This design comes from an exercise in tuning for small area and a short achievable clock period on the open sky130 flow, not from production work.
At most, simulation tests tie the RTL to the original design; equivalence was not proved.
For run 5, only the layout was checked, not whether the RTL still works.
Power and IR drop assume default switching activity.

`design.v`:
```
module cpu (
  input clk, rst,
  output [15:0] MeAaddr, Baddr,
  output [15:0] MeMemResult,
  output [1:0] MeMemControl,
  input [15:0] AmemRead, BmemRead,
  output [175:0] registerValue
);
localparam NOP = 5'b00001;
localparam IDLE = 3'd0, EQZ = 3'd1, NEZ = 3'd2, TEQZ = 3'd3, TNEZ = 3'd4,
           JUMP = 3'd5, DB = 3'd6;
reg [4:0]  ifop, op;       
reg [10:0] iflo, lo;       
reg [15:0] pc;             
reg        s1, s2;         
always @(posedge clk or negedge rst)
  if (!rst) begin
    ifop <= NOP;
    op <= NOP;
    pc <= 16'h0000;
    s1 <= 1'b0;
    s2 <= 1'b0;
  end else begin
    ifop <= BmemRead[15:11];
    op <= ifop;
    pc <= Baddr;
    s1 <= 1'b1;
    s2 <= s1;
  end
always @(posedge clk) begin
  iflo <= BmemRead[10:0];
  lo <= iflo;
end
reg [3:0] xd, yd, zd;
reg [2:0] jc;
always @(*) begin
  xd = 0;
  yd = 0;
  zd = 4'hf;
  jc = IDLE;
  case (ifop)
    5'b00000: begin xd = 4'd9; zd = iflo[10:8]; end                  
    5'b00010: jc = DB;                                             
    5'b00100: begin xd = iflo[10:8]; jc = EQZ; end                   
    5'b00101: begin xd = iflo[10:8]; jc = NEZ; end                   
    5'b00110: begin xd = iflo[7:5]; zd = iflo[10:8]; end               
    5'b01000: begin xd = iflo[10:8]; zd = iflo[7:5]; end               
    5'b01001: begin xd = iflo[10:8]; zd = iflo[10:8]; end              
    5'b01010: xd = iflo[10:8];                                       
    5'b01100:
      case (iflo[10:8])
        3'b000: jc = TEQZ;                                         
        3'b001: jc = TNEZ;                                         
        3'b011: begin xd = 4'd9; zd = 4'd9; end                    
        3'b100: begin xd = iflo[7:5]; zd = 4'd9; end                 
        default: ;
      endcase
    5'b01101: zd = iflo[10:8];                                       
    5'b01111: begin xd = iflo[7:5]; zd = iflo[10:8]; end               
    5'b10010: begin yd = 4'd9; zd = iflo[10:8]; end                  
    5'b10011: begin yd = iflo[10:8]; zd = iflo[7:5]; end               
    5'b11010: begin xd = iflo[10:8]; yd = 4'd9; end                  
    5'b11011: begin xd = iflo[7:5]; yd = iflo[10:8]; end               
    5'b11100: begin xd = iflo[10:8]; yd = iflo[7:5]; zd = iflo[4:2]; end  
    5'b11101:
      case (iflo[4:0])
        5'b00000:
          case (iflo[7:5])
            3'b000: begin xd = iflo[10:8]; jc = JUMP; end            
            3'b010: zd = iflo[10:8];                                 
            default: ;
          endcase
        5'b00110, 5'b00111:                                        
          begin xd = iflo[7:5]; yd = iflo[10:8]; zd = iflo[7:5]; end
        5'b01010: begin xd = iflo[7:5]; yd = iflo[10:8]; end           
        5'b01100, 5'b01101:                                        
          begin xd = iflo[7:5]; yd = iflo[10:8]; zd = iflo[10:8]; end
        default: ;
      endcase
    5'b11110:
      if (iflo[0]) begin xd = iflo[10:8]; zd = 4'd8; end               
      else begin xd = 4'd8; zd = iflo[10:8]; end                     
    default: ;
  endcase
end
reg [9:0]  xoh;             
reg [3:0]  yi, zi;          
reg        jEqz, jNez, jTeqz, jTnez, jJr, jB;
reg        fxE, fxM, fyE, fyM;  
reg        aSub, aBy, aB4;      
reg        tSlti, tSlt, tCmp;   
reg  [15:0] exRes, meRes, exAddr, meAddr;
reg  [3:0]  exZ;
reg  [9:0]  meSel;          
reg  [1:0]  exCtl, meCtl;
reg         tf;
always @(posedge clk or negedge rst)
  if (!rst) begin
    xoh <= 10'd1;
    yi <= 4'd0;
    zi <= 4'hf;
    {jEqz, jNez, jTeqz, jTnez, jJr, jB} <= 6'b000000;
    {fxE, fxM, fyE, fyM} <= 4'b0000;
    {aSub, aBy, aB4} <= 3'b000;
    {tSlti, tSlt, tCmp} <= 3'b000;
  end else begin
    xoh <= 10'd1 << xd;
    yi <= yd;
    zi <= zd;
    jEqz <= jc == EQZ;
    jNez <= jc == NEZ;
    jTeqz <= jc == TEQZ;
    jTnez <= jc == TNEZ;
    jJr <= jc == JUMP;
    jB <= jc == DB;
    fxE <= xd == zi;
    fxM <= xd == exZ;
    fyE <= yd == zi;
    fyM <= yd == exZ;
    aSub <= (ifop == 5'b11100 && iflo[1]) || ifop == 5'b01010 || ifop == 5'b11101;
    aBy <= ifop == 5'b11100 || ifop == 5'b11101;
    aB4 <= ifop == 5'b01000;
    tSlti <= ifop == 5'b01010;
    tSlt <= ifop == 5'b11101 && iflo[4:0] == 5'b00010;
    tCmp <= ifop == 5'b11101 && iflo[4:0] == 5'b01010;
  end
wire [15:0] meVal = meCtl[1] ? AmemRead : meRes;
reg  [15:0] q [0:9];       
wire [15:0] rv [0:9];      
genvar i;
generate
  for (i = 0; i < 10; i = i + 1) begin : regs
    assign rv[i] = meSel[i] ? meVal : q[i];
    always @(posedge clk)
      q[i] <= rv[i];
  end
endgenerate
assign registerValue = {rv[0], rv[1], rv[2], rv[3], rv[4], rv[5], rv[6], rv[7],
                        rv[8], rv[9], 16'h0000};
reg [15:0] qx, qy;
reg        qxZero;
integer k;
always @(*) begin
  qx = 16'h0000;
  qy = 16'h0000;
  qxZero = 1'b0;
  for (k = 0; k < 10; k = k + 1) begin
    qx = qx | ({16{xoh[k]}} & q[k]);
    qxZero = qxZero | (xoh[k] & ~|q[k]);
  end
  case (yi)
    4'd0: qy = q[0]; 4'd1: qy = q[1]; 4'd2: qy = q[2]; 4'd3: qy = q[3];
    4'd4: qy = q[4]; 4'd5: qy = q[5]; 4'd6: qy = q[6]; 4'd7: qy = q[7];
    4'd9: qy = q[9];
    default: ;
  endcase
end
wire useAm = fxM & ~fxE & meCtl[1];
wire [15:0] opXEarly = fxE ? exRes : fxM ? meRes : qx;
wire [15:0] opX = useAm ? AmemRead : opXEarly;
wire [15:0] opY = fyE ? exRes : fyM ? meVal : qy;
wire [15:0] sext8 = {{8{lo[7]}}, lo[7:0]};
wire [15:0] sext11 = {{5{lo[10]}}, lo[10:0]};
wire earlyZero = fxE ? ~|exRes : fxM ? ~|meRes : qxZero;
wire xZero;
zeroSelect xZeroSelect (
  .am(AmemRead),
  .useAm(useAm),
  .early(earlyZero),
  .zero(xZero)
);
wire tTake = (jTeqz & ~tf) | (jTnez & tf) | jJr | jB;
wire takeZ = tTake | jEqz;      
wire takeNz = tTake | jNez;     
wire [15:0] relPC = pc + (jB ? sext11 : sext8);
wire [15:0] seqPC = pc + {15'd0, s2};
wire [15:0] target = jJr ? opXEarly : relPC;
wire [15:0] pcZ = takeZ ? target : seqPC;
wire [15:0] pcNz = takeNz ? target : seqPC;
baddrMux baddrSelect (
  .am(AmemRead),
  .useAm(jJr & useAm),
  .sel(xZero),
  .a(pcZ),
  .b(pcNz),
  .y(Baddr)
);
wire is11101 = (op == 5'b11101);
wire [15:0] addB = aBy ? opY : aB4 ? {{12{lo[3]}}, lo[3:0]} : sext8;
wire [16:0] sum = {1'b0, opX} + {1'b0, aSub ? ~addB : addB} + {16'd0, aSub};
wire [3:0] shImm = (lo[4:2] == 3'd0) ? 4'd8 : {1'b0, lo[4:2]};
wire [3:0] shrAmt = (op == 5'b00110) ? shImm : opY[3:0];
function [15:0] rev16(input [15:0] v);
  integer k;
  for (k = 0; k < 16; k = k + 1)
    rev16[k] = v[15 - k];
endfunction
wire shLeft = lo[1:0] == 2'b00;       
wire [15:0] shIn = shLeft ? rev16(opX) : opX;
wire [15:0] shOut = shIn >> shrAmt;
wire [15:0] shr = (is11101 && |opY[15:4]) ? 16'h0000 : shOut;
wire [15:0] shl = rev16(shOut);
wire selAdd = op == 5'b00000 || op == 5'b01000 || op == 5'b01001 ||
              (op == 5'b01100 && lo[10:8] == 3'b011) || (op == 5'b11100 && lo[0]);
wire selX = (op == 5'b01100 && lo[10:8] == 3'b100) || op == 5'b01111 ||
            op == 5'b11010 || op == 5'b11011 || op == 5'b11110;
wire selLi = op == 5'b01101;
wire selShl = op == 5'b00110 && lo[1:0] == 2'b00;
wire selShr = (op == 5'b00110 && lo[1]) || (is11101 && lo[4:1] == 4'b0011);
wire selPC = is11101 && lo[7:0] == 8'b01000000;
wire selAnd = is11101 && lo[4:0] == 5'b01100;
wire selOr = is11101 && lo[4:0] == 5'b01101;
wire [15:0] res = ({16{selAdd}} & sum[15:0]) | ({16{selX}} & opX) |
                  ({16{selLi}} & {8'd0, lo[7:0]}) | ({16{selShl}} & shl) |
                  ({16{selShr}} & shr) | ({16{selPC}} & pc) |
                  ({16{selAnd}} & (opX & opY)) | ({16{selOr}} & (opX | opY));
wire tNext = tSlti ? ~sum[16] : tCmp ? |sum[15:0] : tSlt ? 1'b0 : tf;
wire isMem = op[4] && !op[2] && op[1];           
wire [1:0] ctl = isMem ? (op[3] ? 2'b01 : 2'b10) : 2'b00;
wire [15:0] addr = opY + (op[0] ? {{11{lo[4]}}, lo[4:0]} : sext8);
always @(posedge clk or negedge rst)
  if (!rst) begin
    exZ <= 4'hf;
    meSel <= 10'h3ff;
    exCtl <= 2'b00;
    meCtl <= 2'b00;
    tf <= 1'b0;
    meRes <= 16'h0000;
  end else begin
    exZ <= zi;
    meSel <= 10'd1 << exZ;
    exCtl <= ctl;
    meCtl <= exCtl;
    tf <= tNext;
    meRes <= exRes;
  end
always @(posedge clk) begin
  exRes <= res;
  exAddr <= addr;
  meAddr <= exAddr;
end
assign MeAaddr = meAddr;
assign MeMemResult = meRes;
assign MeMemControl = meCtl;
endmodule
module zeroSelect (
  input [15:0] am,
  input useAm, early,
  output zero
);
assign zero = useAm ? ~|am : early;
endmodule
module baddrMux (
  input [15:0] am,
  input useAm, sel,
  input [15:0] a, b,
  output [15:0] y
);
assign y = useAm ? am : sel ? a : b;
endmodule
```
`flow/run.sh`:
```
#!/bin/bash
# The standard layout with these changes to how it is made:
# - synthesis maps with an area-leaning ABC script (flow/abc_speed.script, put in
#   place of ORFS's in a copy of its scripts folder); everything else in synthesis
#   is ORFS's own, so the registers are the standard synthesis's;
# - the smallest buffer (buf_1) on the ports;
# - clock tree synthesis without dummy loads;
# - timing repair free to resize a cell into one of another footprint.
set -euo pipefail
rm -rf myscripts
cp -r "$FLOW_HOME/scripts" myscripts
cp flow/abc_speed.script myscripts/abc_speed.script
bash standard.sh "SCRIPTS_DIR=$PWD/myscripts" \
  "BUFFER_PORTS_ARGS=-buffer_cell sky130_fd_sc_hd__buf_1" \
  "CTS_ARGS=-sink_clustering_enable -repair_clock_nets -dont_use_dummy_load" \
  "MATCH_CELL_FOOTPRINT=0" finish > make.log 2>&1
```
`flow/abc_speed.script`:
```
&get -n
&st
&dch
&nf -R 100
&put
```
`standard.sh`:
```
#!/bin/bash
# synth_recipe.tcl (not shown) runs the flow's synth.tcl, then flattens the netlist and writes it again
# the make line also repeats each setting of config.mk as NAME=value (left out here)
make -C /OpenROAD-flow-scripts/flow DESIGN_CONFIG=/design/flow/config.mk WORK_HOME=/design/flow/orfs CLKGATE_MAP_FILE= SYNTH_SCRIPT=/design/flow/synth_recipe.tcl "${@:-finish}"
```
`config.mk`:
```
export PLATFORM = sky130hd
export DESIGN_NAME = cpu
export DESIGN_NICKNAME = cpu
export VERILOG_FILES = /design/flow/design.v
export SDC_FILE = /design/flow/constraint.sdc
export NUM_CORES = 4
export LEC_CHECK = 0
export CAP_MARGIN = 20
export CORE_MARGIN = 2
export CORE_UTILIZATION = 60
export SETUP_SLACK_MARGIN = 5
export SLEW_MARGIN = 20
export SYNTH_HIERARCHICAL = 1
```
`constraint.sdc`:
```
create_clock -name core_clock -period 10.5 [get_ports {clk}]
set_input_delay 2.1000 -clock core_clock [delete_from_list [all_inputs] [get_ports {clk}]]
set_output_delay 2.1000 -clock core_clock [all_outputs]
set_load 0.01 [all_outputs]
```
==> run notes, run 1 <==
* Die Outline Area at a little under 30,000 um^2
* Antenna violation net count after detailed routing at 0
* CP Data Required Time at 8.40 ns
* Critical Path Sink Type: primary output
* Top delay family on crit path: buffers and inverters
* Final HPWL from detailed placement at 50,100 um
* Die Ht at 172 um
* Synth cell types at 57
* Peak Freq at about 0.17 GHz
* Pin count of the biggest net entering global routing at 77
* Final routed wirelength across all metal layers at slightly above 70,000 um
* # hold bufs at CTS at 0
* Slew at the pin with the worst max-slew slack at 1.10 ns
* Clock buffer depth at 3
* Final period utilization at 0.576
* Worst Hold Launch: exAddr[10]
* Fraction of registers with async set or reset after synthesis at 0.297
* Area of the multi-input gates at 10,200 um^2
* Synth Area in Simple Gates at 0.200
* Sequential area share after synthesis at 0.417
* Avg Inst Size Synth at 8.51 um^2
* Clock transition at the registers of the reported paths at 0.05 ns
* Critical path arrival at 3.95 ns
* Port buffer count at 243
* Instance area at placement at 18,600 um^2
* Number of top-level pins at 260
* Cell Area, Synth at 16,900 um^2
* Number of iterations in the first detailed-routing pass at 14
* CP cell instances: buf_2 -> nor4_4 -> nand4_1 -> mux2i_4 -> buf_12 -> clkbuf_16 -> mux2i_1 -> o21ai_1 -> buf_2
* Drt wl/cell at 26.1 um
* Destination of the worst hold path: meAddr[10]
* Sum of negative setup slack at 0 ns
* Final critical delay including setup and external delays at 6.05 ns
* Root Driver: sky130_fd_sc_hd__clkbuf_16
* Core Area at 27,800 um^2
* Ys Warns at 8
* Global-route wire length before repair at approximately 100,000 um
* Clock network latency to the later pin of the worst-skew pair at 0.55 ns
* Pins Over Slew Limit at 0
* Power density of the placed cells at around 320 nW/um^2
* FF-to-FF setup slack at between 5 and 6 ns
* Number of fill cells in the layout at 2,083
* Remaining global-route overflow at 0
* Max rail drop VDD at 0.264 mV
* Overall track demand over capacity in global routing at 0.455
* Vias in the first global route at 17.3k
* Reg2reg path depth at 17
* Arithmetic-cell share of the synthesized area counting full adders, half adders and majority gates at 0.0368
* Hold Vio Cnt, Final at 0
* Slowest stage delay, CP at between 0.3 and 0.4 ns
* Origin of the worst setup path: AmemRead[15]
* # Max-Cap Violations at 0
* Top_reg_cell synth: sky130_fd_sc_hd__dfxtp_1
* Status: timing/DRC/antenna clean
* Crit path launch type: input pin
* Register area at 7080 um^2
* Cell at the slowest stage of the critical path: sky130_fd_sc_hd__nor4_4
* Compound-Gate Fraction of Synth Area at 0.230
* Post-Route Skew at 0.0599 ns
* Number of clock sinks seen by CTS at around 330
* Count of vias placed by the detailed router at 19.1k
* Number of buffers created by CTS at 35
* Setup violations, final at 0
* Mux share of post-synthesis cell area at 0.0491
* Initial standard-cell utilization of the core at 0.609
* Fraction of final layout cells with drive strength greater than 1 at 0.104
* Worst reg2reg path endpoint: tf
* Post-synthesis register bit count at 327
* Via count normalized by instance count at 7.07
* RSZ-0062 raised after global routing: true
* Post-layout net count at 2,412
* Htree depth at 2
* TritonCTS clock tree: built
* Number of buffers and inverters on the critical path at 4
* Fin area at 20,300 um^2
* XOR/XNOR share of the synthesized area at 0.0482
* Largest fanout on the critical path at 5
* Area Growth Syn to Fin at 20.2%
* Path class of the lowest-slack min-delay path: reg2reg
* Critical Setup Path Class: in2out
* Reg2reg start: xoh[1]
* Hold depth at 0
* Number of instances in the synthesized netlist at 1,988
* Iteration-0 DRC count of the detailed router at 3,697
* Max-slew headroom at 0.265
* Largest family of logic cells by synthesized area: compound AO/OA/AOI/OAI gates
* Number of placement rows at approximately 60
* Number of antenna violations at the first check in global routing at 0
* EDFF count, synth at 0
* DRC violations left at 0
* Final weighted congestion in routability-driven placement at 1.06
* Cell leakage power at 0.00807 uW
* Most common cell on crit path: sky130_fd_sc_hd__buf_2
* X dimension of the die at between 150 and 200 um
==> routing by layer <==
metal	track usage	share of wire	wire [um]	up-vias
met4	0.221	0.062	4350	0
met1	0.619	0.36	25500	8837
met2	0.684	0.43	30300	1776
li1	-	-	-	8132
met3	0.106	0.15	10600	380
met5	0	0	0	-
==> area by class of cell <==
| cell class | instances | area share |
|---|---|---|
| Antenna cell | 1 | 0.000123 |
| Clock buffer | 35 | 0.0431 |
| Inverter | 47 | 0.00868 |
| Multi-Input combinational cell | 1613 | 0.502 |
| Sequential cell | 327 | 0.349 |
| Tap cell | 378 | 0.0233 |
| Timing Repair Buffer | 306 | 0.0739 |
==> kinds of logic after synthesis <==
| family | Yosys count |
|---|---|
| fa+ha+maj | 48 |
| other cells | 2 |
| simple gates | 750 |
| mux | 82 |
| compound gates | 623 |
| flops | 327 |
| buf+inv | 63 |
| xor+xnor | 93 |
==> per-module statistics from Yosys (local to each module, per instance) <==
module / cell area, um^2 / times used
cpu: 16600 / 1
baddrMux: 300 / 1
zeroSelect: 45.0 / 1
==> power breakdown <==
group          switching (uW)  total (uW)  internal, uW  leakage (uW)
clock network             469        1050           585      0.000431
logic                    1940        3060          1120       0.00451
registers                 642        2360          1720       0.00313
==> synth_stat cells (7+ instances only) <==
| cell type | count | area [um^2] |
|---|---|---|
| sky130_fd_sc_hd__a21oi_1 | 294 | 1470 |
| sky130_fd_sc_hd__nor2_1 | 280 | 1050 |
| sky130_fd_sc_hd__dfxtp_1 | 230 | 4600 |
| sky130_fd_sc_hd__nand2_1 | 225 | 845 |
| sky130_fd_sc_hd__o21ai_0 | 123 | 616 |
| sky130_fd_sc_hd__a222oi_1 | 100 | 1000 |
| sky130_fd_sc_hd__dfrtp_1 | 76 | 1900 |
| sky130_fd_sc_hd__mux2i_1 | 75 | 751 |
| sky130_fd_sc_hd__nor4_1 | 60 | 375 |
| sky130_fd_sc_hd__xnor2_1 | 55 | 482 |
| sky130_fd_sc_hd__nand3_1 | 49 | 245 |
| sky130_fd_sc_hd__clkinv_1 | 47 | 176 |
| sky130_fd_sc_hd__ha_1 | 45 | 563 |
| sky130_fd_sc_hd__xor2_1 | 38 | 333 |
| sky130_fd_sc_hd__nor3_1 | 34 | 170 |
| sky130_fd_sc_hd__nand4_1 | 23 | 144 |
| sky130_fd_sc_hd__dfstp_2 | 21 | 552 |
| sky130_fd_sc_hd__o22ai_1 | 17 | 106 |
| sky130_fd_sc_hd__buf_4 | 16 | 120 |
| sky130_fd_sc_hd__nand2b_1 | 16 | 100 |
| sky130_fd_sc_hd__a22oi_1 | 12 | 90.1 |
| sky130_fd_sc_hd__or4_1 | 12 | 90.1 |
| sky130_fd_sc_hd__a21o_1 | 11 | 82.6 |
| sky130_fd_sc_hd__o211ai_1 | 11 | 82.6 |
| sky130_fd_sc_hd__nor2b_1 | 10 | 62.6 |
| sky130_fd_sc_hd__a221oi_1 | 9 | 78.8 |
| sky130_fd_sc_hd__a31oi_1 | 9 | 56.3 |
| sky130_fd_sc_hd__and3_1 | 7 | 43.8 |
| sky130_fd_sc_hd__mux2_1 | 7 | 78.8 |
| sky130_fd_sc_hd__nor3b_1 | 7 | 52.6 |
| sky130_fd_sc_hd__o21bai_1 | 7 | 52.6 |
==> layout by cell type (no fill, tap or decap), drive strengths merged, types with 47 or more instances in the layout <==
master / n
o21ai: 123
nand2: 225
mux2i: 75
a21oi: 294
buf: 296
clkinv: 47
dfrtp: 76
a222oi: 100
xnor2: 55
dfxtp: 230
nor2: 280
nor4: 60
nand3: 49
==> state kept, by name (all words and copies together) (netlist names), 11 cells and up <==
signal,cells
exRes,16
meRes,16
pc,16
q,160
iflo,11
meAddr,16
lo,11
exAddr,16
==> repair_timing <==
| item | in CTS | in global routing |
|---|---|---|
| pin swaps | 6 | 18 |
| resized for setup | 82 | 71 |
| endpoints found under the hold margin | 0 | 0 |
| setup endpoints to repair | 122 | 26 |
| buffers inserted | 12 | 20 |
| cloned | 1 | 0 |
==> worst max-delay path by stage <==
stage	endpoint	slack [ns]	cells after the start
3_5_place_dp	Baddr[1]	3.90	7
4_1_cts	Baddr[8]	4.57	9
2_1_floorplan	Baddr[0]	4.90	5
3_3_place_gp	Baddr[10]	4.04	7
5_1_grt	Baddr[15]	4.37	20
6_report	Baddr[9]	4.45	9
==> stage by stage <==
| stage | instances | utilization | hold WS (ns) | worst slack (ns) | total power [uW] |
|---|---|---|---|---|---|
| final | 2707 | 0.731 | 0.325 | 4.45 | 6480 |
| after floorplan | 2003 | - | 0.310 | 4.90 | 3890 |
| after CTS | 2686 | 0.716 | 0.326 | 4.57 | 6160 |
| after detailed placement | 2638 | 0.670 | 0.314 | 3.90 | 5010 |
| after global placement | 2638 | 0.670 | 0.310 | 4.04 | 4940 |
| after global routing | 2706 | 0.731 | 0.328 | 4.37 | 6750 |
==> run 2: changes to the inputs <==
--- a/config.mk
+++ b/config.mk
@@ -8,5 +8,5 @@
 export CAP_MARGIN = 20
 export CORE_MARGIN = 2
-export CORE_UTILIZATION = 60
+export CORE_UTILIZATION = 55
 export SETUP_SLACK_MARGIN = 5
 export SLEW_MARGIN = 20
==> run 2 against run 1 <==
Fmax rose by 0.95%. Cell area hardly changed. Combinational power barely moved. Die area increased by 8.9%. Critical endpoint is now Baddr[13].
==> run notes, run 2 <==
* Fraction of registers with async set or reset after synthesis at 0.297
* Hold Vio Cnt, Final at 0
* Ys Warns at 8
* Largest fanout on the critical path at 8
* Post-Route Skew at 0.0512 ns
* Fraction of final layout cells with drive strength greater than 1 at 0.106
* Number of clock sinks seen by CTS at 327
* Area of the multi-input gates at 10,200 um^2
* Cell leakage power at 0.00808 uW
* Final cell count without fillers at 2,722
* Most numerous cell types in the synthesized netlist: 294 x sky130_fd_sc_hd__a21oi_1, 280 x sky130_fd_sc_hd__nor2_1, 230 x sky130_fd_sc_hd__dfxtp_1
* Number of top-level pins at 260
* Biggest area consumer among synthesized cells: sky130_fd_sc_hd__dfxtp_1
* Peak Freq at 0.167 GHz
* CP Data Required Time at between 8 and 9 ns
* Sequential group share of total power at 0.363
* Remaining global-route overflow at 0
* Sum of negative setup slack at 0 ns
* Iteration-0 DRC count of the detailed router at 3,616
* Most flop-heavy register: q
* EDFF count, synth at 0
* Register area at 7090 um^2
* Core Area at 30,400 um^2
* Slew at the pin with the worst max-slew slack at 0.961 ns
* # Max-Cap Violations at 0
* Cell internal power dissipation at about 3400 uW
* Status: timing/DRC/antenna clean
* Clock buffer depth at 3
* Via count normalized by instance count at 6.81
* Critical Setup Path Class: in2out
* Global-route wire length before repair at 100,000 um
* DRC violations left at 0
* Port buffer count at roughly 240
* Die Ht at 179 um
* Number of antenna violations at the first check in global routing at 0
* Flip-flop count of the largest register, all copies and words added at between 150 and 200
* Initial standard-cell utilization of the core at 0.556
* Count of vias placed by the detailed router at 18.5k
* Final HPWL from detailed placement at 51,300 um
* Final routed wirelength across all metal layers at 69,400 um
* X dimension of the die at 179 um
* Synth cell types at 57
* Hold slack at 0.323 ns
* Htree depth at 2
* Fraction of power consumed by the clock network at 0.167
* Crit path launch type: input pin
* Cell Area, Synth at about 17,000 um^2
* Top-count cell post-synth: sky130_fd_sc_hd__a21oi_1
* Final weighted congestion in routability-driven placement at 1.03
* Pin count of the biggest net entering global routing at 78
* Pins Over Slew Limit at 0
* RSZ-0062 raised after global routing: true
* Drt wl/cell at 25.5 um
* Max-slew headroom at 0.359
* Final period utilization at 0.570
* Most area-consuming cells after synthesis: sky130_fd_sc_hd__dfxtp_1 27%, sky130_fd_sc_hd__dfrtp_1 11%, sky130_fd_sc_hd__a21oi_1 8.7%
* Antenna violation net count after detailed routing at 0
* Commonest cells after routing, fill and taps aside: 279 x sky130_fd_sc_hd__nor2_1, 279 x sky130_fd_sc_hd__a21oi_1, 226 x sky130_fd_sc_hd__dfxtp_1
* Number of instances in the synthesized netlist at 1,988
* Critical path arrival at between 3 and 4 ns
* Combinational Power Share at 0.470
* Sw power at 2990 uW
* Net switching share of the total power at 0.465
* # hold bufs at CTS at 0
* Max rail drop VDD at 0.225 mV
* Power density of the placed cells at 317 nW/um^2
* Number of iterations in the first detailed-routing pass at 10
* Vias in the first global route at 16.8k
* Path class of the lowest-slack min-delay path: reg2reg
* Critical Path Sink Type: primary output
* Root Driver: sky130_fd_sc_hd__clkbuf_16
* Sequential area share after synthesis at 0.417
* Avg Inst Size Synth at around 8.5 um^2
* Final critical delay including setup and external delays at between 5 and 6 ns
* Cell total after placement at between 2k and 3k
* Area Growth Syn to Fin at 20.2%
* Top_reg_cell synth: sky130_fd_sc_hd__dfxtp_1
* Antenna diode instance count at 0
* Setup violations, final at 0
* Overall track demand over capacity in global routing at 0.412
* Post-layout net count at 2,410
* Post-synthesis register bit count at 327
* TritonCTS clock tree: built
* Number of placement rows at 64
* Number of buffers created by CTS at 36
* Clock transition at the registers of the reported paths at ~0.04 ns
* Clock network latency to the later pin of the worst-skew pair at 0.55 ns
* Number of fill cells in the layout at 2,518
* Area share of the largest cell type after synthesis at 0.272
* Die Outline Area at roughly 32,000 um^2
[run 2: layout make-up]
| class | instances | area share |
|---|---|---|
| Multi-Input combinational cell | 1613 | 0.502 |
| Sequential cell | 327 | 0.349 |
| Timing Repair Buffer | 303 | 0.0721 |
| Clock buffer | 36 | 0.0443 |
| Tap cell | 396 | 0.0244 |
| Inverter | 47 | 0.00868 |
[run 2: Yosys stat by module, one instance, submodules excluded]
| module | cell area, um^2 | copies in the design | cells inside |
|---|---|---|---|
| cpu | 16600 | 1 | 1933 |
| baddrMux | 300 | 1 | 48 |
| zeroSelect | 45.0 | 1 | 7 |
[run 2: path summary, 6_finish.rpt]
kind | from | end | slack (ns) | cells after the start
worst max register to register | meCtl[1] | tf | 5.22 | 18
worst min-delay path | exAddr[6] | meAddr[6] | 0.32 | 0
max in group asynchronous | rst | pc[2] | 7.63 | 2
min in group asynchronous | rst | pc[7] | 1.53 | 1
worst max-delay path | AmemRead[11] | Baddr[13] | 4.51 | 8
worst min register to register | exAddr[6] | meAddr[6] | 0.32 | 0
[run 2: repair_timing]
action	in CTS	in global routing
endpoints found under the setup margin	122	44
pin swaps	9	34
setup buffers	14	13
gates resized for setup	53	112
cloned	0	1
[run 2: power by group through the flow]
stage	registers, uW	clock network [uW]	logic [uW]
floorplan	2090	0	1810
global placement	2300	0	2660
detailed placement	2300	0	2700
CTS	2280	1070	2820
global route	2360	1120	3270
finish	2330	1070	3030
[run 2: stage by stage]
| stage | worst slack (ns) | total power [uW] | cell area, um^2 | util |
|---|---|---|---|---|
| after detailed placement | 3.96 | 5000 | 18700 | 0.613 |
| final | 4.51 | 6430 | 20300 | 0.668 |
| after floorplan | 4.90 | 3890 | 17100 | - |
| after global placement | 4.04 | 4950 | 18600 | 0.613 |
| after CTS | 4.65 | 6170 | 19900 | 0.653 |
| after global routing | 4.49 | 6760 | 20300 | 0.668 |
[run 2: cell families (layout without fill, tap and decap cells)]
family | after synthesis | in the layout | synth area share
other cells | 2 | 17 | 0.000444
compound gates | 623 | 623 | 0.230
xor+xnor | 93 | 93 | 0.0482
fa+ha+maj | 48 | 48 | 0.0368
buf+inv | 63 | 386 | 0.0175
flops | 327 | 327 | 0.417
mux | 82 | 82 | 0.0491
simple gates | 750 | 750 | 0.200
[run 2: routing by layer]
| layer | part of all wire | global-route usage | wire (um) |
|---|---|---|---|
| met5 | 0 | 0 | 0 |
| met4 | 0.047 | 0.159 | 3240 |
| met3 | 0.13 | 0.0916 | 8820 |
| met2 | 0.45 | 0.650 | 30900 |
| met1 | 0.38 | 0.552 | 26400 |
[run 2: worst max-delay path, cell delays in order]
cell,delay (ns)
sky130_fd_sc_hd__buf_1,0.16
sky130_fd_sc_hd__nor4_4,0.35
sky130_fd_sc_hd__nand4_1,0.20
sky130_fd_sc_hd__mux2i_4,0.28
sky130_fd_sc_hd__clkbuf_16,0.29
sky130_fd_sc_hd__mux2i_4,0.27
sky130_fd_sc_hd__o21ai_2,0.09
sky130_fd_sc_hd__buf_2,0.15
==> run 3: changes to the inputs <==
--- a/flow/run.sh
+++ b/flow/run.sh
@@ -5,5 +5,5 @@
 #   is ORFS's own, so the registers are the standard synthesis's;
 # - the smallest buffer (buf_1) on the ports;
-# - clock tree synthesis without dummy loads;
+# - clock tree synthesis without dummy loads, built from clkbuf_8;
 # - timing repair free to resize a cell into one of another footprint.
 set -euo pipefail
@@ -13,4 +13,4 @@
 bash standard.sh "SCRIPTS_DIR=$PWD/myscripts" \
   "BUFFER_PORTS_ARGS=-buffer_cell sky130_fd_sc_hd__buf_1" \
-  "CTS_ARGS=-sink_clustering_enable -repair_clock_nets -dont_use_dummy_load" \
+  "CTS_ARGS=-sink_clustering_enable -repair_clock_nets -dont_use_dummy_load -buf_list {sky130_fd_sc_hd__clkbuf_8}" \
   "MATCH_CELL_FOOTPRINT=0" finish > make.log 2>&1
==> run 3 against run 2 <==
Hold slack got worse by 0.0034 ns. Core utilization decreased by 0.36 points. Routed wire length decreased by 0.20%. Total power decreased by 2.7%. Combinational power about the same. Cell area decreased by 0.54%. Clock power decreased by 16%. Via count increased by 0.25%. Still clean on timing, DRC and antenna. Highest routed layer unchanged. Final cell count increased by 0.92%. Global-route usage increased by 0.48 points. Clock-buffer cell count increased by 17. Synthesized cell count unchanged.
==> run notes, run 3 <==
* Sum of negative setup slack at 0 ns
* Largest fanout on the critical path at 4
* Antenna violation net count after detailed routing at 0
* Most numerous cell types in the synthesized netlist: 294 x sky130_fd_sc_hd__a21oi_1, 280 x sky130_fd_sc_hd__nor2_1, 230 x sky130_fd_sc_hd__dfxtp_1
* Number of top-level pins at 260
* Cell at the slowest stage of the critical path: sky130_fd_sc_hd__dfrtp_2
* Critical Setup Path Class: reg2out
* Drt wl/cell at approximately 25 um
* Sw power at 2970 uW
* # hold bufs at CTS at 0
* Fraction of final layout cells with drive strength greater than 1 at 0.114
* Final critical delay including setup and external delays at approximately 6 ns
* Biggest area consumer among synthesized cells: sky130_fd_sc_hd__dfxtp_1
* Cell total after placement at 2,658
* Sequential area share after synthesis at 0.417
* Number of instances in the synthesized netlist at between 1.5k and 2k
* Sequential group share of total power at 0.374
* Peak Freq at 0.166 GHz
* Final cell count without fillers at between 2k and 3k
* Slowest stage delay, CP at about 0.44 ns
* Number of antenna violations at the first check in global routing at 0
* Post-layout net count at between 2k and 2.5k
* Area of the multi-input gates at 10,200 um^2
* Remaining global-route overflow at 0
* X dimension of the die at 179 um
* Hold Vio Cnt, Final at 0
* Max-slew headroom at 0.362
* # Max-Cap Violations at 0
* RSZ-0062 raised after global routing: true
* Global-route wire length before repair at 101,000 um
* Status: timing/DRC/antenna clean
* Top_reg_cell synth: sky130_fd_sc_hd__dfxtp_1
* Number of buffers created by CTS at 53
* Critical Path Sink Type: primary output
* Die Outline Area at around 32,000 um^2
* Origin of the worst setup path: pc[2]
* EDFF count, synth at 0
* Final HPWL from detailed placement at 51,300 um
* Final routed wirelength across all metal layers at roughly 69,000 um
* Port buffer count at 243
* Iteration-0 DRC count of the detailed router at about 3.7k
* Worst Hold Launch: exAddr[11]
* Most area-consuming cells after synthesis: sky130_fd_sc_hd__dfxtp_1 27%, sky130_fd_sc_hd__dfrtp_1 11%, sky130_fd_sc_hd__a21oi_1 8.7%
* Top layer used by detailed routing: met4
* Number of iterations in the first detailed-routing pass at 12
* Final weighted congestion in routability-driven placement at 1.03
* Pin count of the biggest net entering global routing at just under 80
* Top-count cell post-synth: sky130_fd_sc_hd__a21oi_1
* Overall track demand over capacity in global routing at 0.417
* Synth cell types at 57
* DRC violations left at 0
* Die Ht at 179 um
* Setup violations, final at 0
* Most flop-heavy register: q
* Avg Inst Size Synth at 8.51 um^2
* Via count normalized by instance count at between 6 and 7
* Path class of the lowest-slack min-delay path: reg2reg
* Initial standard-cell utilization of the core at 0.556
* Clock buffer depth at 3
* Area share of the largest cell type after synthesis at 0.272
* Met1 Routed Length at about 27,000 um
* CP Data Required Time at around 8.4 ns
* Clock network latency to the later pin of the worst-skew pair at 0.64 ns
* Top delay family on crit path: compound AO/OA/AOI/OAI gates
* Core Area at 30,400 um^2
* Crit path launch type: flop
* Final period utilization at 0.572
* Clock transition at the registers of the reported paths at approximately 0.060 ns
* Pins Over Slew Limit at 0
* Number of fill cells in the layout at 2,541
* Critical path arrival at 3.91 ns
* Most common cell after layout, fill and taps aside: sky130_fd_sc_hd__nor2_1
* Register area at 7090 um^2
* Antenna diode instance count at 0
* Root Driver: sky130_fd_sc_hd__clkbuf_8
* DR WL met2 at about 31,000 um
* Post-Route Skew at 0.0552 ns
* Number of clock sinks seen by CTS at between 300 and 400
* Number of placement rows at 64
* Number of buffers and inverters on the critical path at 1
* Ys Warns at 8
* Count of vias placed by the detailed router at roughly 19k
* Cell internal power dissipation at 3290 uW
* Post-synthesis register bit count at 327
* Flip-flop count of the largest register, all copies and words added at 160
* Vias in the first global route at 16.8k
* Reg2reg start: meCtl[1]
* Power density of the placed cells at between 300 and 400 nW/um^2
* Fraction of registers with async set or reset after synthesis at 0.297
* Commonest cells after routing, fill and taps aside: 280 x sky130_fd_sc_hd__nor2_1, 278 x sky130_fd_sc_hd__a21oi_1, 226 x sky130_fd_sc_hd__dfxtp_1
* Combinational Power Share at 0.482
* Area Growth Syn to Fin at 19.5%
* Htree depth at 2
* Total met3 wirelength after detailed routing at 8280 um
* Slew at the pin with the worst max-slew slack at 0.957 ns
* Fraction of power consumed by the clock network at 0.144
* Cell Area, Synth at 16,900 um^2
* TritonCTS clock tree: built
* Net switching share of the total power at 0.475
* Cell leakage power at ~0.0080 uW
* CP cell instances: ha_4 -> a21oi_2 -> nand2_1 -> a21o_1 -> a21o_1 -> nand3_1 -> nand2_2 -> a31oi_4 -> o21a_1 -> o21ai_2 -> a21o_1 -> a21oi_2 -> xnor2_1 -> nor2_1 -> a21oi_2 -> nor2_1 -> a21oi_1 -> mux2i_1 -> o21ai_2 -> buf_2
* Max rail drop VDD at 0.186 mV
-- run 3: path summary, 6_finish.rpt --
kind                               to  slack [ns]  cells after the start
max                         Baddr[15]        4.49                     20
min                        meAddr[11]        0.32                      0
max reg2reg                        tf        5.29                     17
min reg2reg                meAddr[11]        0.32                      0
max in group asynchronous    meCtl[1]        7.68                      2
min in group asynchronous   meRes[14]        1.43                      1
-- run 3: per-module statistics from Yosys (local to each module, per instance) --
module	cell area [um^2]	times used	cells inside
zeroSelect	45.0	1	7
baddrMux	300	1	48
cpu	16600	1	1933
-- run 3: area by class of cell --
class / instances / area share
clock buffer: 53 / 0.0361
inverter: 47 / 0.00873
multi-input combinational: 1613 / 0.504
sequential: 327 / 0.351
tap: 396 / 0.0245
timing repair buffer: 311 / 0.0759
-- run 3: logic make-up (layout without fill, tap and decap cells) --
kind of cell	count (synthesis)	after routing	share of synthesized area
AND/OR/NAND/NOR	750	750	0.200
AO/OA/AOI/OAI	623	623	0.230
flip-flops	327	327	0.417
XOR/XNOR	93	93	0.0482
multiplexers	82	82	0.0491
buffers and inverters	63	411	0.0175
adder cells (fa/ha/maj)	48	48	0.0368
other	2	17	0.000444
-- run 3: through the flow --
step | area (um^2) | hold WS [ns] | util | setup slack [ns] | power, uW
finish | 20200 | 0.319 | 0.664 | 4.49 | 6260
global placement | 18600 | 0.311 | 0.613 | 4.04 | 4950
global route | 20200 | 0.328 | 0.664 | 4.29 | 6590
detailed placement | 18700 | 0.313 | 0.613 | 3.96 | 5000
CTS | 20000 | 0.321 | 0.656 | 4.59 | 6080
floorplan | 17100 | 0.310 | - | 4.90 | 3890
-- run 3: worst reg2reg max path: stages, from the launching register on --
cell	delay [ns]
sky130_fd_sc_hd__dfrtp_4	0.70
sky130_fd_sc_hd__nand2_1	0.14
sky130_fd_sc_hd__or2_0	0.13
sky130_fd_sc_hd__buf_4	0.30
sky130_fd_sc_hd__clkinv_1	0.59
sky130_fd_sc_hd__nand2_1	0.34
sky130_fd_sc_hd__nand2_1	0.32
sky130_fd_sc_hd__xnor2_1	0.54
sky130_fd_sc_hd__nor2_1	0.08
sky130_fd_sc_hd__or3_1	0.42
sky130_fd_sc_hd__a21boi_0	0.36
sky130_fd_sc_hd__xnor2_1	0.15
sky130_fd_sc_hd__nor4_1	0.33
sky130_fd_sc_hd__nand4b_1	0.16
sky130_fd_sc_hd__nor3b_1	0.20
sky130_fd_sc_hd__nand4_1	0.11
sky130_fd_sc_hd__o21ai_0	0.16
sky130_fd_sc_hd__nand3_1	0.08
-- run 3: power groups by stage --
stage	logic (uW)	clock network, uW	registers [uW]
final	3020	902	2340
after global routing	3260	957	2370
after detailed placement	2700	0	2300
after CTS	2890	906	2280
after global placement	2660	0	2300
after floorplan	1810	0	2090
-- run 3: repair_timing --
item	4_1_cts	5_1_grt
hold endpoints to repair	0	0
pin swaps	27	9
setup endpoints to repair	121	26
resized for setup	126	39
buffers inserted	24	12
-- run 3: per-layer routing --
layer	track usage	vias up
li1	-	8177
met1	0.561	8785
met2	0.657	1380
met3	0.0871	230
met4	0.164	0
met5	0	-
==> run 4: changes to the inputs <==
--- a/flow/run.sh
+++ b/flow/run.sh
@@ -5,5 +5,5 @@
 #   is ORFS's own, so the registers are the standard synthesis's;
 # - the smallest buffer (buf_1) on the ports;
-# - clock tree synthesis without dummy loads, built from clkbuf_8;
+# - clock tree synthesis without dummy loads, built from clkbuf_4 and clkbuf_8;
 # - timing repair free to resize a cell into one of another footprint.
 set -euo pipefail
@@ -13,4 +13,4 @@
 bash standard.sh "SCRIPTS_DIR=$PWD/myscripts" \
   "BUFFER_PORTS_ARGS=-buffer_cell sky130_fd_sc_hd__buf_1" \
-  "CTS_ARGS=-sink_clustering_enable -repair_clock_nets -dont_use_dummy_load -buf_list {sky130_fd_sc_hd__clkbuf_8}" \
+  "CTS_ARGS=-sink_clustering_enable -repair_clock_nets -dont_use_dummy_load -buf_list {sky130_fd_sc_hd__clkbuf_4 sky130_fd_sc_hd__clkbuf_8}" \
   "MATCH_CELL_FOOTPRINT=0" finish > make.log 2>&1
==> run 4 against run 3 <==
Die area is the same. Core utilization unchanged. Routed wire length is the same. Cell area unchanged. Via count stayed put. Sequential cell count did not move. Non-clock buffer count unchanged. Hold slack unchanged. Final cell count unchanged. Critical path type unchanged. Largest cell class unchanged. Largest power group unchanged. Highest routed layer unchanged.
==> run notes, run 4 <==
* Number of cells on the critical path at 20
* Final weighted congestion in routability-driven placement at 1.03
* Number of antenna violations at the first check in global routing at 0
* Cell at the slowest stage of the critical path: sky130_fd_sc_hd__dfrtp_2
* Core Area at between 30,000 and 40,000 um^2
* Clock buffer depth at 3
* Area share of the largest cell type after synthesis at 0.272
* Cell Area, Synth at 16,900 um^2
* Sum of negative setup slack at 0 ns
* DR WL met2 at 31,100 um
* Global-route wire length before repair at a little over 100,000 um
* Reg2reg path depth at 17
* Overall track demand over capacity in global routing at 0.417
* Top delay family on crit path: compound AO/OA/AOI/OAI gates
* Die Outline Area at 32,200 um^2
* Drt wl/cell at 25.2 um
* Most numerous cell types in the synthesized netlist: 294 x sky130_fd_sc_hd__a21oi_1, 280 x sky130_fd_sc_hd__nor2_1, 230 x sky130_fd_sc_hd__dfxtp_1
* Met1 Routed Length at 26,900 um
* CP cell instances: ha_4 -> a21oi_2 -> nand2_1 -> a21o_1 -> a21o_1 -> nand3_1 -> nand2_2 -> a31oi_4 -> o21a_1 -> o21ai_2 -> a21o_1 -> a21oi_2 -> xnor2_1 -> nor2_1 -> a21oi_2 -> nor2_1 -> a21oi_1 -> mux2i_1 -> o21ai_2 -> buf_2
* Port buffer count at approximately 240
* Pin count of the biggest net entering global routing at 78
* Top layer used by detailed routing: met4
* TritonCTS clock tree: built
* Most common cell after layout, fill and taps aside: sky130_fd_sc_hd__nor2_1
* Biggest area consumer among synthesized cells: sky130_fd_sc_hd__dfxtp_1
* Final period utilization at 0.572
* Largest fanout on the critical path at 4
* Path class of the lowest-slack min-delay path: reg2reg
* Top-count cell post-synth: sky130_fd_sc_hd__a21oi_1
* Area of the multi-input gates at 10,200 um^2
* Number of buffers created by CTS at 53
* Number of placement rows at 64
* Hold Vio Cnt, Final at 0
* Max-slew headroom at 0.362
* Clock transition at the registers of the reported paths at around 0.060 ns
* Peak Freq at 0.166 GHz
* Number of buffers and inverters on the critical path at 1
* Crit path launch type: flop
* Cell total after placement at 2,658
* Critical Setup Path Class: reg2out
* Origin of the worst setup path: pc[2]
* Avg Inst Size Synth at 8.51 um^2
* Vias in the first global route at 16.8k
* Flip-flop count of the largest register, all copies and words added at 160
* Area Growth Syn to Fin at 19.5%
* Via count normalized by instance count at 6.76
* Number of top-level pins at 260
* FF-to-FF setup slack at 5.29 ns
* DRC violations left at 0
* Worst setup path endpoint: Baddr[15]
* X dimension of the die at 179 um
* Remaining global-route overflow at 0
* Number of clock sinks seen by CTS at about 330
* Commonest cells after routing, fill and taps aside: 280 x sky130_fd_sc_hd__nor2_1, 278 x sky130_fd_sc_hd__a21oi_1, 226 x sky130_fd_sc_hd__dfxtp_1
* Setup violations, final at 0
* Count of vias placed by the detailed router at ~19k
* Slowest stage delay, CP at 0.44 ns
* Final critical delay including setup and external delays at approximately 6.0 ns
* Status: timing/DRC/antenna clean
* # Max-Cap Violations at 0
* Antenna violation net count after detailed routing at 0
* Final HPWL from detailed placement at 51,300 um
* Sequential area share after synthesis at 0.417
* CP Data Required Time at 8.40 ns
* Number of fill cells in the layout at 2,541
* Cell leakage power at approximately 0.0080 uW
* Fraction of registers with async set or reset after synthesis at 0.297
* Post-synthesis register bit count at 327
* Clock network latency to the later pin of the worst-skew pair at 0.64 ns
* Initial standard-cell utilization of the core at 0.556
* Ys Warns at 8
* Critical Path Sink Type: primary output
* Critical path arrival at 3.91 ns
* Final cell count without fillers at approximately 2.7k
* Iteration-0 DRC count of the detailed router at 3,690
* Max rail drop VDD at 0.186 mV
* Number of iterations in the first detailed-routing pass at 12
* # hold bufs at CTS at 0
* EDFF count, synth at 0
* Final routed wirelength across all metal layers at 69,200 um
* Total met3 wirelength after detailed routing at 8280 um
* Post-Route Skew at 0.0552 ns
* Top_reg_cell synth: sky130_fd_sc_hd__dfxtp_1
* Register area at 7090 um^2
* Synth cell types at 57
* Post-layout net count at 2,435
* Htree depth at 2
* Number of instances in the synthesized netlist at 1,988
* Worst reg2reg path endpoint: tf
* Reg2reg start: meCtl[1]
* Antenna diode instance count at 0
* Die Ht at 179 um
* Most flop-heavy register: q
* Fraction of final layout cells with drive strength greater than 1 at 0.114
* Most area-consuming cells after synthesis: sky130_fd_sc_hd__dfxtp_1 27%, sky130_fd_sc_hd__dfrtp_1 11%, sky130_fd_sc_hd__a21oi_1 8.7%
* Pins Over Slew Limit at 0
* Root Driver: sky130_fd_sc_hd__clkbuf_8
* Power density of the placed cells at roughly 310 nW/um^2
* Slew at the pin with the worst max-slew slack at 0.957 ns
* RSZ-0062 raised after global routing: true
-- run 4: final cells by class --
cell class | instances | share of cell area
multi-input cells | 1613 | 0.504
flip-flops and latches | 327 | 0.351
repair buffers | 311 | 0.0759
clock buffers | 53 | 0.0361
well taps | 396 | 0.0245
inverters | 47 | 0.00873
-- run 4: logic make-up after synthesis --
group,count (synthesis),synth area share
AND/OR/NAND/NOR,750,0.200
AO/OA/AOI/OAI,623,0.230
flip-flops,327,0.417
XOR/XNOR,93,0.0482
multiplexers,82,0.0491
buffers and inverters,63,0.0175
adder cells (fa/ha/maj),48,0.0368
other,2,0.000444
-- run 4: where the power goes --
group | internal, uW | switching, uW | total, uW
sequential | 1720 | 620 | 2340
combinational | 1120 | 1890 | 3020
clock | 442 | 460 | 902
-- run 4: worst min path at each step --
stage | start | end | slack (ns) | depth (start not counted)
final | exAddr[11] | meAddr[11] | 0.32 | 0
after global routing | exAddr[11] | meAddr[11] | 0.33 | 0
after CTS | exAddr[11] | meAddr[11] | 0.32 | 0
after detailed placement | exAddr[6] | meAddr[6] | 0.31 | 0
after global placement | exAddr[9] | meAddr[9] | 0.31 | 0
after floorplan | exAddr[0] | meAddr[0] | 0.31 | 0
-- run 4: per-module statistics from Yosys, one instance, submodules excluded --
module,cell area [um^2],times used
cpu,16600,1
baddrMux,300,1
zeroSelect,45.0,1
-- run 4: layer usage --
metal | track usage | vias to the layer above
met1 | 0.561 | 8785
met3 | 0.0871 | 230
li1 | - | 8177
met4 | 0.164 | 0
met5 | 0 | -
met2 | 0.657 | 1380
-- run 4: stage by stage --
step / utilization / total power (uW) / worst slack, ns / instance area (um^2) / hold slack, ns
global placement: 0.613 / 4950 / 4.04 / 18600 / 0.311
finish: 0.664 / 6260 / 4.49 / 20200 / 0.319
CTS: 0.656 / 6080 / 4.59 / 20000 / 0.321
detailed placement: 0.613 / 5000 / 3.96 / 18700 / 0.313
global route: 0.664 / 6590 / 4.29 / 20200 / 0.328
floorplan: - / 3890 / 4.90 / 17100 / 0.310
-- run 4: what timing repair did --
item                       CTS  global route
buffers inserted            24            12
hold endpoints to repair     0             0
gates resized for setup    126            39
setup endpoints to repair  121            26
pin swaps                   27             9
==> run 5: changes to the inputs <==
--- a/design.v
+++ b/design.v
@@ -84,6 +84,5 @@
   endcase
 end
-reg [9:0]  xoh;             
-reg [3:0]  yi, zi;          
+reg [3:0]  zi;              
 reg        jEqz, jNez, jTeqz, jTnez, jJr, jB;
 reg        fxE, fxM, fyE, fyM;  
@@ -97,6 +96,4 @@
 always @(posedge clk or negedge rst)
   if (!rst) begin
-    xoh <= 10'd1;
-    yi <= 4'd0;
     zi <= 4'hf;
     {jEqz, jNez, jTeqz, jTnez, jJr, jB} <= 6'b000000;
@@ -105,6 +102,4 @@
     {tSlti, tSlt, tCmp} <= 3'b000;
   end else begin
-    xoh <= 10'd1 << xd;
-    yi <= yd;
     zi <= zd;
     jEqz <= jc == EQZ;
@@ -138,21 +133,25 @@
 assign registerValue = {rv[0], rv[1], rv[2], rv[3], rv[4], rv[5], rv[6], rv[7],
                         rv[8], rv[9], 16'h0000};
-reg [15:0] qx, qy;
-reg        qxZero;
-integer k;
+reg [15:0] rx, ry;
 always @(*) begin
-  qx = 16'h0000;
-  qy = 16'h0000;
-  qxZero = 1'b0;
-  for (k = 0; k < 10; k = k + 1) begin
-    qx = qx | ({16{xoh[k]}} & q[k]);
-    qxZero = qxZero | (xoh[k] & ~|q[k]);
-  end
-  case (yi)
-    4'd0: qy = q[0]; 4'd1: qy = q[1]; 4'd2: qy = q[2]; 4'd3: qy = q[3];
-    4'd4: qy = q[4]; 4'd5: qy = q[5]; 4'd6: qy = q[6]; 4'd7: qy = q[7];
-    4'd9: qy = q[9];
+  rx = 16'h0000;
+  ry = 16'h0000;
+  case (xd)
+    4'd0: rx = rv[0]; 4'd1: rx = rv[1]; 4'd2: rx = rv[2]; 4'd3: rx = rv[3];
+    4'd4: rx = rv[4]; 4'd5: rx = rv[5]; 4'd6: rx = rv[6]; 4'd7: rx = rv[7];
+    4'd8: rx = rv[8]; 4'd9: rx = rv[9];
     default: ;
   endcase
+  case (yd)
+    4'd0: ry = rv[0]; 4'd1: ry = rv[1]; 4'd2: ry = rv[2]; 4'd3: ry = rv[3];
+    4'd4: ry = rv[4]; 4'd5: ry = rv[5]; 4'd6: ry = rv[6]; 4'd7: ry = rv[7];
+    4'd9: ry = rv[9];
+    default: ;
+  endcase
+end
+reg [15:0] qx, qy;
+always @(posedge clk) begin
+  qx <= rx;
+  qy <= ry;
 end
 wire useAm = fxM & ~fxE & meCtl[1];
@@ -162,12 +161,5 @@
 wire [15:0] sext8 = {{8{lo[7]}}, lo[7:0]};
 wire [15:0] sext11 = {{5{lo[10]}}, lo[10:0]};
-wire earlyZero = fxE ? ~|exRes : fxM ? ~|meRes : qxZero;
-wire xZero;
-zeroSelect xZeroSelect (
-  .am(AmemRead),
-  .useAm(useAm),
-  .early(earlyZero),
-  .zero(xZero)
-);
+wire earlyZero = fxE ? ~|exRes : fxM ? ~|meRes : ~|qx;
 wire tTake = (jTeqz & ~tf) | (jTnez & tf) | jJr | jB;
 wire takeZ = tTake | jEqz;      
@@ -178,12 +170,19 @@
 wire [15:0] pcZ = takeZ ? target : seqPC;
 wire [15:0] pcNz = takeNz ? target : seqPC;
-baddrMux baddrSelect (
-  .am(AmemRead),
-  .useAm(jJr & useAm),
-  .sel(xZero),
-  .a(pcZ),
-  .b(pcNz),
-  .y(Baddr)
-);
+genvar g;
+generate
+  for (g = 0; g < 4; g = g + 1) begin : baddrSlices
+    baddrSlice slice (
+      .am(AmemRead),
+      .useAm(useAm),
+      .amBits(AmemRead[4*g+3:4*g]),
+      .jrAm(jJr & useAm),
+      .early(earlyZero),
+      .a(pcZ[4*g+3:4*g]),
+      .b(pcNz[4*g+3:4*g]),
+      .y(Baddr[4*g+3:4*g])
+    );
+  end
+endgenerate
 wire is11101 = (op == 5'b11101);
 wire [15:0] addB = aBy ? opY : aB4 ? {{12{lo[3]}}, lo[3:0]} : sext8;
@@ -244,17 +243,12 @@
 assign MeMemControl = meCtl;
 endmodule
-module zeroSelect (
+module baddrSlice (
   input [15:0] am,
-  input useAm, early,
-  output zero
+  input [3:0] amBits,
+  input useAm, jrAm, early,
+  input [3:0] a, b,
+  output [3:0] y
 );
-assign zero = useAm ? ~|am : early;
+wire zero = useAm ? ~|am : early;
+assign y = jrAm ? amBits : zero ? a : b;
 endmodule
-module baddrMux (
-  input [15:0] am,
-  input useAm, sel,
-  input [15:0] a, b,
-  output [15:0] y
-);
-assign y = useAm ? am : sel ? a : b;
-endmodule
==> flow/run.sh (replaced) <==
#!/bin/bash
# The standard layout with these changes to how it is made: the smallest
# buffer (buf_1) on the ports, clock tree synthesis without dummy loads, and
# timing repair free to resize a cell into one of another footprint, aiming at
# 5.5 ns of setup slack.
set -euo pipefail
bash standard.sh "BUFFER_PORTS_ARGS=-buffer_cell sky130_fd_sc_hd__buf_1" \
  "CTS_ARGS=-sink_clustering_enable -repair_clock_nets -dont_use_dummy_load" \
  "MATCH_CELL_FOOTPRINT=0" "SETUP_SLACK_MARGIN=5.5" finish > make.log 2>&1
removed: flow/abc_speed.script
==> run 5 against run 4 <==
The flow now stops in global routing. Area after synthesis rose by 16%. Synthesized cell count grew 21%.
==> run notes, run 5 <==
* Clock buffer depth at 3
* Most area-consuming cells after synthesis: sky130_fd_sc_hd__dfxtp_1 27%, sky130_fd_sc_hd__dfrtp_1 8.0%, sky130_fd_sc_hd__a21oi_1 5.0%
* Number of instances in the synthesized netlist at approximately 2.4k
* Initial standard-cell utilization of the core at 0.555
* Number of top-level pins at 260
* Synth cell types at 94
* Die Ht at 193 um
* X dimension of the die at a little under 200 um
* Area share of the largest cell type after synthesis at 0.267
* Final HPWL from detailed placement at 56,200 um
* GRT worst endpoint: Baddr[14]
* Status: aborted with a tool error
* Htree depth at 2
* Biggest area consumer among synthesized cells: sky130_fd_sc_hd__dfxtp_1
* Tool error message: [ERROR GRT-0232] Routing congestion too high. Check the congestion heatmap in the GUI.
* Root Driver: sky130_fd_sc_hd__clkbuf_16
* Mux share of post-synthesis cell area at 0.0576
* Worst endpoint type: primary output
* Pin count of the biggest net entering global routing at 71
* Stage where the flow stopped: global routing
* Most numerous cell types in the synthesized netlist: 262 x sky130_fd_sc_hd__dfxtp_1, 254 x sky130_fd_sc_hd__nor2_1, 251 x sky130_fd_sc_hd__nand2_1
* Remaining global-route overflow at 4
* Port buffer count at 243
* Post-synthesis register bit count at 345
* Number of clock sinks seen by CTS at 345
* Avg Inst Size Synth at 8.20 um^2
* Number of placement rows at 69
* Top-count cell post-synth: sky130_fd_sc_hd__dfxtp_1
* Number of antenna violations at the first check in global routing at 17
* Largest family of logic cells by synthesized area: compound AO/OA/AOI/OAI gates
* Overall track demand over capacity in global routing at 0.748
* Compound-Gate Fraction of Synth Area at 0.241
* Final weighted congestion in routability-driven placement at about 1.0
* EDFF count, synth at 0
* Number of buffers created by CTS at 38
* Top_reg_cell synth: sky130_fd_sc_hd__dfxtp_1
* Fraction of registers with async set or reset after synthesis at 0.241
* XOR/XNOR share of the synthesized area at 0.0379
* Cell total after placement at around 3.0k
* Ys Warns at 8
* Arithmetic-cell share of the synthesized area counting full adders, half adders and majority gates at 0.0330
* Cell Area, Synth at between 15,000 and 20,000 um^2
* # hold bufs at CTS at 0
* Sequential area share after synthesis at 0.374
* Synth Area in Simple Gates at 0.194
[run 5: cell types whose count changed after synthesis, moves of 24 or more]
cell and delta:
sky130_fd_sc_hd__inv_1 +126, sky130_fd_sc_hd__clkbuf_1 +113, sky130_fd_sc_hd__a21oi_1 -96, sky130_fd_sc_hd__a222oi_1 -83
sky130_fd_sc_hd__o21ai_0 +74, sky130_fd_sc_hd__clkinv_1 -46, sky130_fd_sc_hd__a22oi_1 +32, sky130_fd_sc_hd__dfxtp_1 +32
sky130_fd_sc_hd__a211oi_1 +28, sky130_fd_sc_hd__nand2_1 +26, sky130_fd_sc_hd__nor2_1 -26, sky130_fd_sc_hd__nand2b_1 +24
[run 5: timing repair]
action	in CTS
endpoints found under the setup margin	198
setup buffers	287
gates resized for setup	798
pin swaps	94
gates cloned	6
[run 5: kinds of logic after synthesis]
logic type | Yosys count
simple gates | 783
buf+inv | 296
xor+xnor | 85
mux | 91
compound gates | 745
fa+ha+maj | 50
flops | 345
other cells | 2
[run 5: per-layer routing]
metal  global-route usage  overflow
met1                0.750         0
met2                0.886         1
met3                0.626         0
met4                0.733         3
met5                0.345         0
[run 5: through the flow]
step	setup slack (ns)	area, um^2
after global placement	4.02	20900
after floorplan	5.24	19800
after CTS	4.57	26500
after detailed placement	3.86	20900
[run 5: worst max path at each step]
stage	end	slack, ns	start	cells past startpoint
CTS	Baddr[14]	4.57	pc[0]	18
detailed placement	tf	3.86	AmemRead[3]	16
global placement	tf	4.02	AmemRead[2]	17
floorplan	Baddr[11]	5.24	AmemRead[3]	4
[run 5: power by group through the flow]
stage | sequential, uW | clock [uW] | combinational (uW)
2_1_floorplan | 1960 | 0 | 1680
3_3_place_gp | 2050 | 0 | 2590
3_5_place_dp | 2060 | 0 | 2600
4_1_cts | 2080 | 1140 | 3710
[run 5: Yosys stat by module, one instance, submodules excluded]
| module | times used | cells inside | cell area, um^2 | flip-flops and latches |
|---|---|---|---|---|
| baddrSlice | 4 | 35 | 262 | 0 |
| cpu | 1 | 2257 | 18600 | 345 |

==> afterwards: timing with drivers on the ports <==
The flow's constraints put no driver on any port. The routed layouts listed below were extracted and timed again, unchanged, in two steps.
Step 1 (the two cells are an assumption about what drives the block):
set clk [get_ports {clk}]
set_driving_cell -lib_cell sky130_fd_sc_hd__clkbuf_16 $clk
set_driving_cell -lib_cell sky130_fd_sc_hd__buf_2 [delete_from_list [all_inputs] $clk]
Step 2 also shifts input and output timing later by t, the mid clock arrival at the registers, as if the neighbouring blocks saw the same clock.
Slacks: ideal ports / drivers / drivers and shift; pairs: ideal ports / drivers.
| run | t (ns) | setup slack, ns | worst hold slack (ns) | slew at the worst register clock pin (ns) |
|---|---|---|---|---|
| run 1 | 0.577 | 4.453 / 4.411 / 4.411 | 0.325 / 0.325 / 0.325 | 0.07 / 0.07 |
| run 2 | 0.579 | 4.510 / 4.486 / 4.281 | 0.323 / 0.323 / 0.323 | 0.07 / 0.07 |
| run 3 | 0.660 | 4.490 / 4.439 / 4.479 | 0.319 / 0.319 / 0.319 | 0.07 / 0.07 |
| run 4 | 0.660 | 4.490 / 4.439 / 4.479 | 0.319 / 0.319 / 0.319 | 0.07 / 0.07 |
After both steps every run listed still meets setup and hold. The setup slack of run 2, which loses most, moves by -0.024 ns with the drivers and by -0.229 ns with both steps.
